This design comes from an exercise in tuning for small area and a short achievable clock period on the open sky130 flow, not from production work.
Function was checked by simulation only, so behaviour that the tests miss may differ from the original.

==> inputs of wip/juniper <==
Design fp64_mul, start of the top module:
module fp64_mul(input clk, input [63:0] a, input [63:0] b, output [63:0] p);
==> module dpm, before the edit <==
module dpm(input [52:0] A, input [26:0] ONE, input [26:0] TWO, input [26:0] NEG,
           input [10:0] T, input S, input INF, input ZERO,
           output [53:0] MH, output [10:0] E0, output [10:0] E1, output SO);
    wire [105:0] N3;
    mul53 u_mul(.A(A), .ONE(ONE), .TWO(TWO), .NEG(NEG), .P(N3));
    wire kill = INF | ZERO;
    wire [10:0] ex0 = (&T) ? 11'h7ff : T;
    wire [10:0] ex1 = (&T) ? 11'h7ff : T + 11'd1;
    assign MH = kill ? 54'd0 : N3[105:52];
    assign E0 = INF ? 11'h7ff : ZERO ? 11'd0 : ex0;
    assign E1 = INF ? 11'h7ff : ZERO ? 11'd0 : ex1;
    assign SO = S & ~kill;
endmodule
==> module fp64_mul, before the edit <==
module fp64_mul(input clk, input [63:0] a, input [63:0] b, output [63:0] p);
    wire [10:0] ea = a[62:52], eb = b[62:52];
    wire [51:0] ma = a[51:0],  mb = b[51:0];
    wire [26:0] one, two, neg;
    booth_enc u_enc(.y({|eb, mb}), .one(one), .two(two), .neg(neg));
    wire inf  = ((&ea) & ~(|ma)) | ((&eb) & ~(|mb));
    wire zero = (~(|ea) & ~(|ma)) | (~(|eb) & ~(|mb));
    reg  [52:0] a_q;
    reg  [26:0] one_q, two_q;
    reg  [25:0] neg_q;
    reg  [10:0] t_q;
    reg         s_q, inf_q, zero_q;
    wire [53:0] mh;
    wire [10:0] e0, e1;
    wire        so;
    dpm u_dpm(.A(a_q), .ONE(one_q), .TWO(two_q), .NEG({1'b0, neg_q}),
              .T(t_q), .S(s_q), .INF(inf_q), .ZERO(zero_q),
              .MH(mh), .E0(e0), .E1(e1), .SO(so));
    reg  [53:0] mh_q;
    reg  [10:0] e0_q, e1_q;
    reg         s2_q;
    always @(posedge clk) begin
        a_q     <= {|ea, ma};
        one_q   <= one;
        two_q   <= two;
        neg_q   <= neg[25:0];
        t_q     <= ea + eb - 11'd1023;
        s_q     <= a[63] ^ b[63];
        inf_q   <= inf;
        zero_q  <= zero;
        mh_q    <= mh;
        e0_q    <= e0;
        e1_q    <= e1;
        s2_q    <= so;
    end
    wire [51:0] m3 = mh_q[53] ? mh_q[52:1] : mh_q[51:0];
    wire [10:0] e3 = mh_q[53] ? e1_q : e0_q;
    assign p = {s2_q, e3, m3};
endmodule
==> flow/config.mk <==
export PLATFORM = sky130hd
export DESIGN_NAME = fp64_mul
export DESIGN_NICKNAME = fp64_mul
export VERILOG_FILES = /design/flow/design.v
export SDC_FILE = /design/flow/constraint.sdc
export NUM_CORES = 4
export LEC_CHECK = 0
export CAP_MARGIN = 40
export CORE_MARGIN = 2
export CORE_UTILIZATION = 60
export CTS_CLUSTER_DIAMETER = 60
export CTS_CLUSTER_SIZE = 10
export SLEW_MARGIN = 30
==> flow/constraint.sdc <==
create_clock -name core_clock -period 30.0 [get_ports {clk}]
set_input_delay 6.0000 -clock core_clock [delete_from_list [all_inputs] [get_ports {clk}]]
set_output_delay 6.0000 -clock core_clock [all_outputs]
set_load 0.01 [all_outputs]
standard.sh (not shown) runs the stock make flow with config.mk's settings and CLKGATE_MAP_FILE= SYNTH_SCRIPT=/design/flow/synth_recipe.tcl, a recipe that flattens the netlist after the stock synthesis.
==> flow/flow/run.sh <==
#!/bin/bash
# Own layout flow: the standard ORFS flow, with two changes.
#  1. Before synthesis, the generated leaf modules fa and bsel get the
#     library full adder / AND-OR-invert cell as their body (premap.py), so
#     synthesis keeps them instead of re-deriving them from gates.
#  2. Optional repair knobs (knobs.txt) are passed to ORFS's make.
# Every tool's output goes to a log file in this folder.
set -euo pipefail
cd "$(dirname "$0")/.."
W=$PWD
python3 flow/premap.py design.v design_premap.v > premap.log 2>&1
{
  echo "include $W/config.mk"
  echo "export VERILOG_FILES = $W/design_premap.v"
} > config_own.mk
KNOBS=""
if [[ -f flow/knobs.txt ]]; then KNOBS=$(grep -v '^#' flow/knobs.txt | tr '\n' ' '); fi
sed -e "s|DESIGN_CONFIG=[^ ]*|DESIGN_CONFIG=$W/config_own.mk $KNOBS|" standard.sh > standard_own.sh
bash standard_own.sh finish > flow.log 2>&1
test -f out/final.def
Other scripts of this flow, unchanged in this note and not shown: flow/flow/knobs.txt, flow/flow/premap.py
==> wip/ember: changes against wip/juniper <==
--- a/flow/design.v
+++ b/flow/design.v
@@ -6942,17 +6942,12 @@
   assign P[51:0] = pa[51:0] + pb[51:0];
 endmodule
 module dpm(input [52:0] A, input [26:0] ONE, input [26:0] TWO, input [26:0] NEG,
-           input [10:0] T, input S, input INF, input ZERO,
-           output [53:0] MH, output [10:0] E0, output [10:0] E1, output SO);
+           input [10:0] T, output [53:0] MH, output [10:0] E0, output [10:0] E1);
     wire [105:0] N3;
     mul53 u_mul(.A(A), .ONE(ONE), .TWO(TWO), .NEG(NEG), .P(N3));
-    wire kill = INF | ZERO;
-    wire [10:0] ex0 = (&T) ? 11'h7ff : T;
-    wire [10:0] ex1 = (&T) ? 11'h7ff : T + 11'd1;
-    assign MH = kill ? 54'd0 : N3[105:52];
-    assign E0 = INF ? 11'h7ff : ZERO ? 11'd0 : ex0;
-    assign E1 = INF ? 11'h7ff : ZERO ? 11'd0 : ex1;
-    assign SO = S & ~kill;
+    assign MH = N3[105:52];
+    assign E0 = (&T) ? 11'h7ff : T;
+    assign E1 = (&T) ? 11'h7ff : T + 11'd1;
 endmodule
 module booth_enc(input [52:0] y, output [26:0] one, output [26:0] two, output [26:0] neg);
     wire [55:0] z = {2'b00, y, 1'b0};
@@ -6978,13 +6973,11 @@
     reg         s_q, inf_q, zero_q;
     wire [53:0] mh;
     wire [10:0] e0, e1;
-    wire        so;
     dpm u_dpm(.A(a_q), .ONE(one_q), .TWO(two_q), .NEG({1'b0, neg_q}),
-              .T(t_q), .S(s_q), .INF(inf_q), .ZERO(zero_q),
-              .MH(mh), .E0(e0), .E1(e1), .SO(so));
+              .T(t_q), .MH(mh), .E0(e0), .E1(e1));
     reg  [53:0] mh_q;
     reg  [10:0] e0_q, e1_q;
-    reg         s2_q;
+    reg         s2_q, inf2_q, zero2_q;
     always @(posedge clk) begin
         a_q     <= {|ea, ma};
         one_q   <= one;
@@ -6997,9 +6990,13 @@
         mh_q    <= mh;
         e0_q    <= e0;
         e1_q    <= e1;
-        s2_q    <= so;
+        s2_q    <= s_q;
+        inf2_q  <= inf_q;
+        zero2_q <= zero_q;
     end
     wire [51:0] m3 = mh_q[53] ? mh_q[52:1] : mh_q[51:0];
     wire [10:0] e3 = mh_q[53] ? e1_q : e0_q;
-    assign p = {s2_q, e3, m3};
+    assign p = inf2_q  ? {1'b0, 11'h7ff, 52'd0} :
+               zero2_q ? 64'd0 :
+                         {s2_q, e3, m3};
 endmodule
==> flow/config.mk (replaced) <==
export PLATFORM = sky130hd
export DESIGN_NAME = fp64_mul
export DESIGN_NICKNAME = fp64_mul
export VERILOG_FILES = /design/flow/design.v
export SDC_FILE = /design/flow/constraint.sdc
export NUM_CORES = 4
export LEC_CHECK = 0
export CAP_MARGIN = 20
export CORE_MARGIN = 2
export CORE_UTILIZATION = 55
export CTS_CLUSTER_DIAMETER = 60
export CTS_CLUSTER_SIZE = 10
export SLEW_MARGIN = 20
==> wip/sierra: changes against wip/juniper <==
--- a/flow/design.v
+++ b/flow/design.v
@@ -6942,17 +6942,12 @@
   assign P[51:0] = pa[51:0] + pb[51:0];
 endmodule
 module dpm(input [52:0] A, input [26:0] ONE, input [26:0] TWO, input [26:0] NEG,
-           input [10:0] T, input S, input INF, input ZERO,
-           output [53:0] MH, output [10:0] E0, output [10:0] E1, output SO);
+           input [10:0] T, output [53:0] MH, output [10:0] E0, output [10:0] E1);
     wire [105:0] N3;
     mul53 u_mul(.A(A), .ONE(ONE), .TWO(TWO), .NEG(NEG), .P(N3));
-    wire kill = INF | ZERO;
-    wire [10:0] ex0 = (&T) ? 11'h7ff : T;
-    wire [10:0] ex1 = (&T) ? 11'h7ff : T + 11'd1;
-    assign MH = kill ? 54'd0 : N3[105:52];
-    assign E0 = INF ? 11'h7ff : ZERO ? 11'd0 : ex0;
-    assign E1 = INF ? 11'h7ff : ZERO ? 11'd0 : ex1;
-    assign SO = S & ~kill;
+    assign MH = N3[105:52];
+    assign E0 = (&T) ? 11'h7ff : T;
+    assign E1 = (&T) ? 11'h7ff : T + 11'd1;
 endmodule
 module booth_enc(input [52:0] y, output [26:0] one, output [26:0] two, output [26:0] neg);
     wire [55:0] z = {2'b00, y, 1'b0};
@@ -6978,13 +6973,11 @@
     reg         s_q, inf_q, zero_q;
     wire [53:0] mh;
     wire [10:0] e0, e1;
-    wire        so;
     dpm u_dpm(.A(a_q), .ONE(one_q), .TWO(two_q), .NEG({1'b0, neg_q}),
-              .T(t_q), .S(s_q), .INF(inf_q), .ZERO(zero_q),
-              .MH(mh), .E0(e0), .E1(e1), .SO(so));
+              .T(t_q), .MH(mh), .E0(e0), .E1(e1));
     reg  [53:0] mh_q;
     reg  [10:0] e0_q, e1_q;
-    reg         s2_q;
+    reg         s2_q, inf2_q, zero2_q;
     always @(posedge clk) begin
         a_q     <= {|ea, ma};
         one_q   <= one;
@@ -6997,9 +6990,13 @@
         mh_q    <= mh;
         e0_q    <= e0;
         e1_q    <= e1;
-        s2_q    <= so;
+        s2_q    <= s_q;
+        inf2_q  <= inf_q;
+        zero2_q <= zero_q;
     end
     wire [51:0] m3 = mh_q[53] ? mh_q[52:1] : mh_q[51:0];
     wire [10:0] e3 = mh_q[53] ? e1_q : e0_q;
-    assign p = {s2_q, e3, m3};
+    assign p = inf2_q  ? {1'b0, 11'h7ff, 52'd0} :
+               zero2_q ? 64'd0 :
+                         {s2_q, e3, m3};
 endmodule
==> flow/config.mk (replaced) <==
export PLATFORM = sky130hd
export DESIGN_NAME = fp64_mul
export DESIGN_NICKNAME = fp64_mul
export VERILOG_FILES = /design/flow/design.v
export SDC_FILE = /design/flow/constraint.sdc
export NUM_CORES = 4
export LEC_CHECK = 0
export CAP_MARGIN = 30
export CORE_MARGIN = 2
export CORE_UTILIZATION = 65
export CTS_CLUSTER_DIAMETER = 60
export CTS_CLUSTER_SIZE = 10
export SLEW_MARGIN = 20
==> results.txt <==
                                                                               wip/sierra                 wip/ember                       wip/juniper
Run status                                                       timing/DRC/antenna clean  timing/DRC/antenna clean          timing/DRC/antenna clean
Slowest stage cell, crit path                                    sky130_fd_sc_hd__dfxtp_4  sky130_fd_sc_hd__dfxtp_4  sky130_fd_sc_hd__clkdlybuf4s50_1
Post-route clock skew                                                             39.6 ps                   55.2 ps                           22.9 ps
Layout clock area frac                                                             0.0146                    0.0154                            0.0133
Crit path buf inv count                                                                 4                         4                                 2
Fraction of layout instances using a drive strength above 1                         0.106                     0.105                            0.0948
DR WL met2                                                                      116000 um                 126000 um                         115000 um
Multi-input comb cells                                                               5445                      5446                              5456
End point of the critical path                                                       p[0]                      p[5]                             p[40]
Hold-critical path depth                                                                0                         0                                 2
Worst skew pair latency                                                            610 ps                    640 ps                            630 ps
Drt initial violations                                                              10600                      8939                              8892
Final clock period utilization by the worst path                                    0.265                     0.263                             0.270
Wire length per cell after detailed routing                                       36.7 um                   36.7 um                           34.6 um
Slew at the pin closest to its max-slew limit                                     1090 ps                    962 ps                            930 ps
Launch point of the worst hold path                                                   s_q                    zero_q                               s_q
Synthesized-area fraction occupied by ao, oa, aoi and oai cells                     0.195                     0.195                             0.196

static timing again, ports no longer ideal:
How much do the figures lean on ideal ports? The routed layouts below were timed once more, with nothing changed but the port constraints.
Step 1: set_driving_cell puts a clkbuf_16 on clk and a buf_2 on each other input, an assumption about the parent block.
Step 2 adds t to the input delays and takes it off the output delays; t is the mean of the earliest and latest rising clock arrival at the registers after step 1. Input paths then give back, and output paths get back, about the clock's delay inside the block.
Slacks: no drivers / after step 1 / after step 2; pairs: no drivers / after step 1.
run	t, ns	setup WS [ns]	latest minus earliest clock arrival (ns)	pins driven straight from the clock port
wip/juniper	0.688	21.895 / 21.829 / 21.891	0.023 / 0.023	1
wip/ember	0.685	22.105 / 22.029 / 21.785	0.055 / 0.055	1
wip/sierra	0.662	22.053 / 21.978 / 21.938	0.039 / 0.040	1
After both steps every run listed still meets setup and hold. For wip/ember, which loses most, drivers alone change the setup slack by -0.076 ns; drivers and shift together by -0.320 ns.
